What follows belongs to an exercise in optimizing a design on an open flow for small area; a production flow would make more cautious choices.
Only simulation tests tie the RTL to the original design; equivalence was not proved.

## float_multiply
module float_multiply (clk, reset, IN1, IN2, OUT);
input clk, reset;
input [31:0] IN1, IN2;
output [31:0] OUT;
reg [31:0] X1;
reg [31:0] X2;
reg [2:0]  stage;
reg [28:0] acc;     
reg [1:0]  cf;      
wire changed = (IN1 != X1) || (IN2 != X2);
wire st0 = (stage == 3'd0);
wire st7 = (stage == 3'd7);
wire [22:0] fa_m = (IN1[22:0] & {23{st0}}) | (X1[22:0] & {23{~st0}});
reg [4:0] win;
always @(*) begin
    case (stage)
        3'd0: win = {IN2[1:0], 3'b000};
        3'd1: win = X2[5:1];
        3'd2: win = X2[9:5];
        3'd3: win = X2[13:9];
        3'd4: win = X2[17:13];
        3'd5: win = X2[21:17];
        default: win = {3'b001, X2[22:21]};
    endcase
end
wire one0 = win[0] ^ win[1];
wire two0 = (win[2] & ~win[1] & ~win[0]) | (~win[2] & win[1] & win[0]);
wire neg0 = win[2] & ~(win[1] & win[0]);
wire one1 = win[2] ^ win[3];
wire two1 = (win[4] & ~win[3] & ~win[2]) | (~win[4] & win[3] & win[2]);
wire neg1 = win[4] & ~(win[3] & win[2]);
wire [23:0] m0 = {1'b1, X1[22:0]};
wire [23:0] m1 = {1'b1, fa_m};
wire [25:0] e0 = {neg0, {m0 ^ {24{neg0}}}, neg0};    
wire [25:0] e1 = {neg1, {m1 ^ {24{neg1}}}, neg1};
wire [24:0] pp0 = ({25{one0}} & e0[25:1]) | ({25{two0}} & e0[24:0]);
wire [24:0] pp1 = ({25{one1}} & e1[25:1]) | ({25{two1}} & e1[24:0]);
wire [24:0] A = acc[28:4] & {25{~st0}};
wire [1:0] cfg = cf & {2{~st0}};
wire nA24 = ~A[24];
wire nneg0 = ~neg0;
wire nneg1 = ~neg1;
wire npp1_24 = ~pp1[24];
wire fs0;
wire fc0;
wire fs1;
wire fc1;
wire fs2;
wire fc2;
wire fs3;
wire fc3;
wire fs4;
wire fc4;
wire fs5;
wire fc5;
wire fs6;
wire fc6;
wire fs7;
  ...
==> flow/config.mk <==
export PLATFORM = sky130hd
export DESIGN_NAME = float_multiply
export DESIGN_NICKNAME = float_multiply
export VERILOG_FILES = /design/flow/design.v
export SDC_FILE = /design/flow/constraint.sdc
export NUM_CORES = 4
export LEC_CHECK = 0
export CAP_MARGIN = 20
export CORE_MARGIN = 2
export CORE_UTILIZATION = 50
export CTS_BUF_LIST = sky130_fd_sc_hd__clkbuf_8
export CTS_CLUSTER_SIZE = 30
export SLEW_MARGIN = 20
export SYNTH_HIERARCHICAL = 1
==> flow/constraint.sdc <==
create_clock -name core_clock -period 10.0 [get_ports {clk}]
set_input_delay 2.0000 -clock core_clock [delete_from_list [all_inputs] [get_ports {clk}]]
set_output_delay 2.0000 -clock core_clock [all_outputs]
set_load 0.01 [all_outputs]
standard.sh (not shown) runs the stock make flow with config.mk's settings and CLKGATE_MAP_FILE= SYNTH_SCRIPT=/design/flow/synth_recipe.tcl, a recipe that flattens the netlist after the stock synthesis.
==> flow/flow/run.sh <==
#!/bin/bash
# Standard layout, with the port buffers made from the smallest buffer cell.
set -euo pipefail
bash standard.sh BUFFER_PORTS_ARGS="-buffer_cell sky130_fd_sc_hd__buf_1" finish > flow.log 2>&1
Change:
==> flow/flow/run.sh (replaced) <==
#!/bin/bash
# Standard layout, with the port buffers made from the smallest buffer cell
# and no dummy loads added to the clock tree.
set -euo pipefail
bash standard.sh \
  BUFFER_PORTS_ARGS="-buffer_cell sky130_fd_sc_hd__buf_1" \
  CTS_ARGS="-sink_clustering_enable -repair_clock_nets -buf_list sky130_fd_sc_hd__clkbuf_8 -dont_use_dummy_load" \
  finish > flow.log 2>&1
- CTS_CLUSTER_SIZE: 30 -> not set
Global-route usage barely changes.
Synthesized cell count stays the same.
Worst setup slack improves by 0.017 ns.
Change:
==> flow/flow/run.sh (replaced) <==
#!/bin/bash
# Standard layout, with the port buffers made from the smallest buffer cell.
set -euo pipefail
bash standard.sh BUFFER_PORTS_ARGS="-buffer_cell sky130_fd_sc_hd__buf_1" finish > flow.log 2>&1
Count of clock-buffer cells in the layout is unchanged. Maximum frequency barely changes. Register-to-register slack barely changes.
Change:
- CTS_BUF_LIST: sky130_fd_sc_hd__clkbuf_8 -> sky130_fd_sc_hd__clkbuf_16
- CTS_CLUSTER_SIZE: not set -> 50
Core utilization climbs by 0.67 points.
Area after synthesis does not change.
Wire length barely changes.
Hold slack gets worse by 0.0032 ns.
Final area climbs by about 1.2%.
Via count climbs by about 0.3%.
Non-clock buffer count is unchanged.
Synthesized cell count is unchanged.

## separate check: timing with driven ports
The flow's constraints put no driver on any port. The routed layouts listed below were extracted and timed again, unchanged, in two steps.
Step 1 sets driving cells, clkbuf_16 on the clock port and buf_2 on the other inputs (assumed; they add their load-dependent delay and slew).
Step 2 times the ports against the registers' clock, not the clock port: input delays grow and output delays shrink by t, the midpoint of the rising clock arrivals with the driver on.
Slacks: no drivers / after step 1 / after step 2; pairs: no drivers / after step 1.
run | t, ns | slack for setup (ns) | pins driven straight from the clock port
the first run | 0.426 | 0.716 / 0.681 / 0.698 | 1
the second run | 0.408 | 0.732 / 0.698 / 0.703 | 1
the third run | 0.426 | 0.716 / 0.681 / 0.698 | 1
the fourth run | 0.391 | 0.761 / 0.723 / 0.685 | 1
After both steps every run listed still meets setup and hold. For the fourth run, which loses most, drivers alone change the setup slack by -0.038 ns; drivers and shift together by -0.076 ns.
